From an optimization exercise on the open Yosys and OpenROAD flow, aimed at small area and a short achievable clock period; shortcuts taken in it are not production practice. In this exercise RTL edits were held to simulation tests only and were not proved equivalent to the original. Power and IR drop assume default switching activity.

## CPU
module CPU(reset, clk, imem_addr, imem_data, mem_addr, mem_wdata, mem_rdata, mem_read, mem_write);
clock: 10.0 ns
lec_check: 0
cap_margin: 20
core_margin: 2
core_utilization: 40
place_density: 0.72
slew_margin: 20
synth_hierarchical: 1
standard.sh (not shown) runs the stock make flow with config.mk's settings and CLKGATE_MAP_FILE= SYNTH_SCRIPT=/design/flow/synth_recipe.tcl, a recipe that flattens the netlist after the stock synthesis.
==> flow/flow/run.sh <==
#!/bin/bash
# Layout: the standard ORFS flow (standard.sh), with
#  - timing repair aimed below the clock period (repair_timing runs until the setup
#    slack reaches SETUP_SLACK_MARGIN),
#  - plain buffers on the ports instead of the delay cells buffer_ports picks,
#  - clock tree synthesis without dummy loads, with larger leaf clusters and only the
#    largest clock buffer, which needs fewer buffers in all.
# ORFS writes each step's full log under orfs/logs; make's own output goes to flow.log.
set -euo pipefail
bash standard.sh \
    SETUP_SLACK_MARGIN=6.5 \
    "BUFFER_PORTS_ARGS=-buffer_cell sky130_fd_sc_hd__buf_2" \
    "CTS_ARGS=-sink_clustering_enable -repair_clock_nets -dont_use_dummy_load -buf_list sky130_fd_sc_hd__clkbuf_16 -sink_clustering_size 20 -sink_clustering_max_diameter 100" \
    finish > flow.log 2>&1
The baseline passed the timing, design-rule and antenna checks.
==> next run, changes <==
Settings changed: CAP_MARGIN 20 to 5, PLACE_DENSITY 0.72 to not set, SLEW_MARGIN 20 to 5.
This time the run ran to the end with violations: antenna rules.
First-iteration DRC count drops by 3.8%.
Power is higher by 1.3%.
Synthesized area does not change.
Wire length grows by 7.1%.
Global-route usage went up by 2.5 points.
Setup slack gets better by 0.067 ns.
Final cell count stays flat.
==> next run, changes <==
Settings changed: CAP_MARGIN 5 to 20, SLEW_MARGIN 5 to 20.
- The new run completed with no timing, DRC or antenna violations
- sequential share of layout area barely changes
- cell area stays flat
- global-route usage stays flat
- area after synthesis is unchanged
- wire length hardly moves
- utilization stays flat
- sequential power is about the same
==> next run, changes <==
--- a/flow/flow/run.sh
+++ b/flow/flow/run.sh
@@ -13 +13 @@
-    "CTS_ARGS=-sink_clustering_enable -repair_clock_nets -dont_use_dummy_load -buf_list sky130_fd_sc_hd__clkbuf_16 -sink_clustering_size 20 -sink_clustering_max_diameter 100" \
+    "CTS_ARGS=-sink_clustering_enable -repair_clock_nets -dont_use_dummy_load -buf_list sky130_fd_sc_hd__clkbuf_16 -sink_clustering_size 26 -sink_clustering_max_diameter 110" \
- clock skew came out lower by 0.0030 ns
- first-iteration DRC count goes up slightly
- synthesized area stays the same
- setup slack gets worse by 0.038 ns


Starting RTL as in the previous note.
Settings: LEC_CHECK=0, CAP_MARGIN=20, CORE_MARGIN=2, CORE_UTILIZATION=40, SLEW_MARGIN=20, SYNTH_HIERARCHICAL=1; clock period 10.0 ns.
==> flow/flow/run.sh <==
#!/bin/bash
# Layout: the standard ORFS flow (standard.sh), with
#  - timing repair aimed below the clock period (repair_timing runs until the setup
#    slack reaches SETUP_SLACK_MARGIN),
#  - plain buffers on the ports instead of the delay cells buffer_ports picks,
#  - clock tree synthesis without dummy loads, with larger leaf clusters and only the
#    largest clock buffer, which needs fewer buffers in all.
# ORFS writes each step's full log under orfs/logs; make's own output goes to flow.log.
set -euo pipefail
bash standard.sh \
    SETUP_SLACK_MARGIN=6.2 \
    "BUFFER_PORTS_ARGS=-buffer_cell sky130_fd_sc_hd__buf_2" \
    "CTS_ARGS=-sink_clustering_enable -repair_clock_nets -dont_use_dummy_load -buf_list sky130_fd_sc_hd__clkbuf_16 -sink_clustering_size 20 -sink_clustering_max_diameter 100" \
    finish > flow.log 2>&1
Rerun with:
--- a/flow/flow/run.sh
+++ b/flow/flow/run.sh
@@ -9,5 +9,5 @@
 set -euo pipefail
 bash standard.sh \
-    SETUP_SLACK_MARGIN=6.2 \
+    SETUP_SLACK_MARGIN=6.5 \
     "BUFFER_PORTS_ARGS=-buffer_cell sky130_fd_sc_hd__buf_2" \
     "CTS_ARGS=-sink_clustering_enable -repair_clock_nets -dont_use_dummy_load -buf_list sky130_fd_sc_hd__clkbuf_16 -sink_clustering_size 20 -sink_clustering_max_diameter 100" \
CORE_UTILIZATION = 50   (was 40)
Result: The new run completed without violations. Utilization climbs by 12 points. First-iteration DRC count climbs by about a fifth. Synthesized area is unchanged. Setup slack gains 0.28 ns. Final area climbs slightly. Sequential power drops slightly. Via count climbs by a few percent. Sequential cell count does not change.
Rerun with:
--- a/flow/flow/run.sh
+++ b/flow/flow/run.sh
@@ -9,5 +9,5 @@
 set -euo pipefail
 bash standard.sh \
-    SETUP_SLACK_MARGIN=6.5 \
+    SETUP_SLACK_MARGIN=5.9 \
     "BUFFER_PORTS_ARGS=-buffer_cell sky130_fd_sc_hd__buf_2" \
     "CTS_ARGS=-sink_clustering_enable -repair_clock_nets -dont_use_dummy_load -buf_list sky130_fd_sc_hd__clkbuf_16 -sink_clustering_size 20 -sink_clustering_max_diameter 100" \
CORE_UTILIZATION = 40   (was 50)
Result: Global-route usage falls by 10 points; utilization drops by 12 points; first-iteration DRC count decreases by about a fifth; power falls slightly; critical path depth stays the same; worst hold slack is about the same; clock skew is higher by 0.019 ns; clock-buffer cell count drops by 1; wire length drops by a little under a tenth; cell area falls slightly.

[re-timing with driven ports]
The results above use ideal ports. As a check the final layouts listed here were re-extracted and re-timed, cells and wires unchanged.
Step 1 (the two cells are an assumption about what drives the block):
set clk [get_ports {clk}]
set_driving_cell -lib_cell sky130_fd_sc_hd__clkbuf_16 $clk
set_driving_cell -lib_cell sky130_fd_sc_hd__buf_2 [delete_from_list [all_inputs] $clk]
Step 2 also shifts input and output timing later by t, the mid clock arrival at the registers, as if the neighbouring blocks saw the same clock.
a / b / c = ideal / step 1 / step 2; a / b = the first two.
run | shift t [ns] | setup slack, ns | worst setup path at the end | worst register clock-pin slew, ns
the first run of note 1 | 0.772 | 6.403 / 6.306 / 5.534 | input to register | 0.10 / 0.10
the second run of note 1 | 0.780 | 6.470 / 6.392 / 5.612 | input to register | 0.10 / 0.10
the third run of note 1 | 0.786 | 6.477 / 6.395 / 5.608 | input to register | 0.10 / 0.10
the fourth run of note 1 | 0.776 | 6.439 / 6.363 / 5.586 | input to register | 0.12 / 0.12
the first run of note 2 | 0.780 | 6.125 / 6.127 / 5.347 | input to register | 0.10 / 0.10
the second run of note 2 | 0.783 | 6.409 / 6.256 / 5.473 | input to register | 0.10 / 0.10
the third run of note 2 | 0.780 | 5.951 / 5.970 / 5.190 | input to register | 0.10 / 0.10
For the second run of note 2, which loses most, drivers alone change the setup slack by -0.153 ns; drivers and shift together by -0.936 ns.
